Source: an optimization exercise on an open RTL-to-GDS flow (aim: small area and a short achievable clock period). Production flows keep margins and buffers that such runs may drop. RTL that was checked went through simulation tests only; none was proved equivalent to the original.

==> inputs of indigo <==
==> flow/design.v (excerpt) <==
module pr2_cpu(
	input  logic        clk,
	input  logic        rst,
	output logic [5:0]  pc,
	input  logic [17:0] instr,
	output logic [4:0]  dmem_addr,
	output logic [15:0] dmem_wdata,
	output logic        dmem_we,
	input  logic [15:0] dmem_rdata,
	input  logic        init_en,
	input  logic [3:0]  init_addr,
	input  logic [3:0]  init_data,
	input  logic [3:0]  dbg_addr,
	output logic [15:0] dbg_data
	);
	localparam int DK = 7;    
	logic [5:0] op;
	logic [3:0] rs, rt, rd;
	assign op = instr[17:12];
	assign rs = instr[11:8];
	assign rt = instr[7:4];
	assign rd = instr[3:0];
	logic cJ, cB1, cB2, cM, cI, cR, jump;
	assign cJ  = (op[5:1] == 5'b00000);    
	assign cB1 = (op[5:1] == 5'b00001);    
	assign cB2 = (op[5:2] == 4'b0001);     
	assign cM  = (op[5:3] == 3'b001);      
	assign cI  = (op[5:4] == 2'b01);       
	assign cR  = op[5];                    
	assign jump = cJ | (op[5:2] == 4'b1000);
	logic [15:0] regs [16];
	logic [15:0] RD1, RD2, WD;
	logic [3:0]  WA;
	assign RD1 = regs[rs];
	assign RD2 = regs[rt];
	assign dbg_data = regs[dbg_addr];
	for (genvar k = 0; k < 16; k++) begin : rf
		always_ff @(posedge clk)
			if (WA == k) regs[k] <= WD;
	end
	logic [15:0] SignImm, ZeroImm, CompImm, opb;
	assign SignImm = {{12{rd[3]}}, rd};
	assign ZeroImm = {12'b0, rd};
	assign CompImm = op[1] ? (op[0] ? {~rd, 12'hFFF} : {8'b0, rd, 4'b0}) : {4'b0, rd, 8'b0};
	assign opb = cR ? RD2 : ((op[2] & cI) ? ((op[3] | (op[0] & op[1])) ? CompImm : ZeroImm) : SignImm);
	logic [3:0]  F;
	logic [15:0] g, sum, lg, alu_out;
	logic        cout, ovs, slt;
	assign F = (op[3] & op[2]) ? 4'b0101 : op[3:0];
	assign g = F[1] ? ~opb : opb;
  ...
==> module pr2_cpu, before the edit <==
module pr2_cpu(
	input  logic        clk,
	input  logic        rst,
	output logic [5:0]  pc,
	input  logic [17:0] instr,
	output logic [4:0]  dmem_addr,
	output logic [15:0] dmem_wdata,
	output logic        dmem_we,
	input  logic [15:0] dmem_rdata,
	input  logic        init_en,
	input  logic [3:0]  init_addr,
	input  logic [3:0]  init_data,
	input  logic [3:0]  dbg_addr,
	output logic [15:0] dbg_data
	);
	localparam int DK = 7;    
	logic [5:0] op;
	logic [3:0] rs, rt, rd;
	assign op = instr[17:12];
	assign rs = instr[11:8];
	assign rt = instr[7:4];
	assign rd = instr[3:0];
	logic cJ, cB1, cB2, cM, cI, cR, jump;
	assign cJ  = (op[5:1] == 5'b00000);    
	assign cB1 = (op[5:1] == 5'b00001);    
	assign cB2 = (op[5:2] == 4'b0001);     
	assign cM  = (op[5:3] == 3'b001);      
	assign cI  = (op[5:4] == 2'b01);       
	assign cR  = op[5];                    
	assign jump = cJ | (op[5:2] == 4'b1000);
	logic [15:0] regs [16];
	logic [15:0] RD1, RD2, WD;
	logic [3:0]  WA;
	assign RD1 = regs[rs];
	assign RD2 = regs[rt];
	assign dbg_data = regs[dbg_addr];
	for (genvar k = 0; k < 16; k++) begin : rf
		always_ff @(posedge clk)
			if (WA == k) regs[k] <= WD;
	end
	logic [15:0] SignImm, ZeroImm, CompImm, opb;
	assign SignImm = {{12{rd[3]}}, rd};
	assign ZeroImm = {12'b0, rd};
	assign CompImm = op[1] ? (op[0] ? {~rd, 12'hFFF} : {8'b0, rd, 4'b0}) : {4'b0, rd, 8'b0};
	assign opb = cR ? RD2 : ((op[2] & cI) ? ((op[3] | (op[0] & op[1])) ? CompImm : ZeroImm) : SignImm);
	logic [3:0]  F;
	logic [15:0] g, sum, lg, alu_out;
	logic        cout, ovs, slt;
	assign F = (op[3] & op[2]) ? 4'b0101 : op[3:0];
	assign g = F[1] ? ~opb : opb;
	assign {cout, sum} = {1'b0, RD1} + {1'b0, g} + {16'b0, F[1]};
	assign ovs = (sum[15] ^ RD1[15]) & ~(RD1[15] ^ g[15]);
	assign slt = F[0] ? ~cout : (ovs ? cout : sum[15]);
	always_comb
		case (F[1:0])
			2'b00: lg = RD1 & opb;
			2'b01: lg = RD1 | opb;
			2'b10: lg = RD1 ^ opb;
			default: lg = ~(RD1 | opb);
		endcase
	assign alu_out = F[2] ? lg : (F[3] ? {15'b0, slt} : sum);
	logic [15:0] sh_out;
	always_comb
		case (op[1:0])
			2'b00: sh_out = RD2 << RD1[3:0];
			2'b01: sh_out = RD2 >> RD1[3:0];
			default: sh_out = $signed(RD2) >>> RD1[3:0];
		endcase
	localparam logic [1:0] MD_RES = 2'd0, MD_MUL = 2'd1, MD_DIV = 2'd2;
	logic [1:0]  mode;
	logic [15:0] hr, lr, xr;
	logic [15:0] fH, fL, mH, mL, dR, dQl;
	logic [31:0] prod;
	mul16 mul (.a(hr), .b(lr), .p(prod));
	div_steps #(.JHI(15-DK), .JLO(0)) div2 (
		.r_in(hr), .a(lr[15:DK]), .b(xr), .r_out(dR), .q(dQl[15-DK:0]));
	assign dQl[15:16-DK] = lr[DK-1:0];
	always_comb
		case (mode)
			MD_MUL: begin fH = prod[31:16]; fL = prod[15:0]; end
			MD_DIV: begin fH = dR; fL = dQl; end
			default: begin fH = hr; fL = lr; end
		endcase
	logic [15:0] d1R;
	logic [15:16-DK] d1Q;
	div_steps #(.JHI(15), .JLO(16-DK)) div1 (
		.r_in(16'b0), .a(RD1[15:16-DK]), .b(RD2), .r_out(d1R), .q(d1Q));
	always_ff @(posedge clk) begin
		if (op[2]) begin
			if (op[0]) begin
				mode <= MD_RES; hr <= RD1; lr <= RD1;
			end else if (op[1]) begin
				mode <= MD_DIV; hr <= d1R; lr <= {RD1[15-DK:0], d1Q}; xr <= RD2;
			end else begin
				mode <= MD_MUL; hr <= RD1; lr <= RD2;
			end
		end else if (op[0]) begin
			mode <= MD_RES;
			if (op[1]) begin hr <= fH; lr <= RD1; end
			else       begin hr <= RD1; lr <= fL; end
		end
	end
	logic [15:0] mul_out;
	assign mul_out = op[1] ? fL : fH;
	logic [15:0] R_out;
	always_comb
		if (cI | (cR & op[4]))       R_out = alu_out;
		else if (cR & ~op[3])        R_out = sh_out;
		else if (cR)                 R_out = mul_out;
		else                         R_out = 16'b0;
	logic [5:0]  addr6;
	logic [15:0] MOut, ld, bsel;
	assign addr6 = RD1[5:0] + SignImm[5:0];
	assign MOut = dmem_rdata;
	assign dmem_addr = addr6[5:1];
	assign dmem_we = op[2] & cM;
	assign dmem_wdata = op[0] ? RD2 : (addr6[0] ? {RD2[7:0], MOut[15:8]} : {MOut[15:8], RD2[7:0]});
	assign bsel = addr6[0] ? {8'b0, MOut[15:8]} : {8'b0, MOut[7:0]};
	assign ld = op[0] ? MOut : {{8{bsel[7] & ~op[1]}}, bsel[7:0]};
	logic [5:0] pc1, pc_next;
	logic       taken, eq, lez;
	assign pc1 = pc + 6'd1;
	assign eq  = (RD1 == RD2);
	assign lez = RD1[15] | (RD1 == 16'b0);
	assign taken = (cB1 & (op[0] ^ RD1[15])) |
	               (cB2 & (op[0] ^ (op[1] ? lez : eq)));
	assign pc_next = taken ? (pc1 + SignImm[5:0]) : (jump ? (cR ? RD1[5:0] : instr[5:0]) : pc1);
	always_ff @(posedge clk)
		if (rst) pc <= 6'd0;
		else if (!init_en) pc <= pc_next;
	always_comb begin
		if (init_en) begin
			WA = init_addr;
			WD = {12'b0, init_data};
		end else begin
			WA = jump ? 4'd15 : (cR ? rd : rt);
			WD = cM ? ld : ((jump & op[0]) ? {10'b0, pc1} : R_out);
		end
	end
endmodule
Settings: LEC_CHECK=0, ABC_AREA=1, CAP_MARGIN=20, CORE_MARGIN=2, CORE_UTILIZATION=40, SLEW_MARGIN=20; clock period 42.0 ns.
standard.sh (not shown) runs the stock make flow with config.mk's settings and CLKGATE_MAP_FILE= SYNTH_SCRIPT=/design/flow/synth_recipe.tcl, a recipe that flattens the netlist after the stock synthesis.
==> flow/flow/run.sh <==
#!/bin/bash
# Standard layout with two changes to how the layout is optimised (the clock,
# constraints and synthesis are the standard flow's own):
#  - timing repair is asked to leave extra setup slack, so the resizer keeps
#    improving paths beyond what the 42 ns clock requires;
#  - the input/output port buffers are buf_4 instead of the default choice.
set -euo pipefail
bash standard.sh SETUP_SLACK_MARGIN=24 "BUFFER_PORTS_ARGS=-buffer_cell sky130_fd_sc_hd__buf_4" finish > orfs_flow.log 2>&1
==> juniper (differences from indigo) <==
--- a/flow/design.v
+++ b/flow/design.v
@@ -1145,13 +1145,18 @@
 			default: lg = ~(RD1 | opb);
 		endcase
 	assign alu_out = F[2] ? lg : (F[3] ? {15'b0, slt} : sum);
-	logic [15:0] sh_out;
-	always_comb
-		case (op[1:0])
-			2'b00: sh_out = RD2 << RD1[3:0];
-			2'b01: sh_out = RD2 >> RD1[3:0];
-			default: sh_out = $signed(RD2) >>> RD1[3:0];
-		endcase
+	logic [15:0] sh_in, sh_r, sh_out, sh_s0, sh_s1, sh_s2;
+	logic        sh_left, sh_fill;
+	assign sh_left = (op[1:0] == 2'b00);
+	assign sh_fill = op[1] & RD2[15];
+	for (genvar i = 0; i < 16; i++) begin : rv
+		assign sh_in[i] = sh_left ? RD2[15-i] : RD2[i];
+		assign sh_out[i] = sh_left ? sh_r[15-i] : sh_r[i];
+	end
+	assign sh_s0 = RD1[0] ? {sh_fill, sh_in[15:1]} : sh_in;
+	assign sh_s1 = RD1[1] ? {{2{sh_fill}}, sh_s0[15:2]} : sh_s0;
+	assign sh_s2 = RD1[2] ? {{4{sh_fill}}, sh_s1[15:4]} : sh_s1;
+	assign sh_r  = RD1[3] ? {{8{sh_fill}}, sh_s2[15:8]} : sh_s2;
 	localparam logic [1:0] MD_RES = 2'd0, MD_MUL = 2'd1, MD_DIV = 2'd2;
 	logic [1:0]  mode;
 	logic [15:0] hr, lr, xr;
==> flow/flow/run.sh (replaced) <==
#!/bin/bash
# Standard layout (the standard flow's synthesis, clock and constraints) with two changes
# to how the layout is optimised:
#  - timing repair is asked to leave extra setup slack, so the resizer keeps
#    improving paths beyond what the 42 ns clock requires;
#  - the input/output port buffers are buf_2 instead of the default choice.
set -euo pipefail
bash standard.sh SETUP_SLACK_MARGIN=22 "BUFFER_PORTS_ARGS=-buffer_cell sky130_fd_sc_hd__buf_2" finish > orfs_flow.log 2>&1
- CORE_UTILIZATION: 40 -> 55
- CTS_BUF_LIST: default -> sky130_fd_sc_hd__clkbuf_8
- PLACE_DENSITY: default -> 0.7
==> reports/summary.txt <==
===========================================================================
Final std cell area, no fill ................................. 0.0443 sq mm
Top fanout value on the critical path ........................           10
Result of the run ............................................  no timing/DRC/antenna violations
Post-layout net count ........................................         5707
Reg2reg path depth ...........................................           52
CP delay by family, top ...................................... buffers and inverters
Total nets after synthesis ...................................         5407
Data arrival at the endpoint of the critical path ............     11220 ps
Via density per instance .....................................         6.27
Post-cts sizing count ........................................          343
Area of the die .............................................. 0.0922 sq mm
Filler cell count ............................................         8618
Share of the cycle needed by the critical path after routing .        0.467
Area growth, synth to finish .................................        23.5%
Normalized max-slew margin ...................................        0.247
N_diodes .....................................................            4
===========================================================================
the above is filed under indigo

==> reports/summary.txt <==
===========================================================================
Most used routing layer ......................................         met2
Top fanout value on the critical path ........................            6
N_diodes .....................................................            2
Normalized max-slew margin ...................................        0.246
Filler cell count ............................................         5937
Final std cell area, no fill ................................. 0.0387 sq mm
CP delay by family, top ...................................... compound AO/OA/AOI/OAI gates
Most used cells in the layout excluding fill and tap cells ... 1057 x nand2_1, 631 x inv_1, 306 x edfxtp_1
Total nets after synthesis ...................................         5140
Master cell of the clock root buffer .........................     clkbuf_8
Share of the cycle needed by the critical path after routing .        0.476
Reg2reg path depth ...........................................          102
Result of the run ............................................  no timing/DRC/antenna violations
Via density per instance .....................................         6.48
Smallest hold slack ..........................................       597 ps
===========================================================================
the above is filed under juniper

Function not checked in indigo: the RTL went through the layout flow alone.

==> what the ideal ports hide <==
No port has a modelled driver above. Below, the same layouts with a new extraction and two added sets of constraints. Step 1: set_driving_cell puts a clkbuf_16 on clk and a buf_2 on each other input, an assumption about the parent block. Step 2 adds t to the input delays and takes it off the output delays; t is the mean of the earliest and latest rising clock arrival at the registers after step 1. Input paths then give back, and output paths get back, about the clock's delay inside the block. Three values: ideal, step 1, step 2; two values: the first two.
run | shift t [ns] | setup slack, ns | worst setup path after step 2 | slew at the worst register clock pin (ns)
indigo | 0.632 | 22.383 / 22.316 / 22.316 | input to output | 0.07 / 0.07
juniper | 0.699 | 22.016 / 21.980 / 21.875 | input to register | 0.08 / 0.08
After both steps every run listed still meets setup and hold. The setup slack of juniper, which loses most, moves by -0.036 ns with the drivers and by -0.141 ns with both steps.
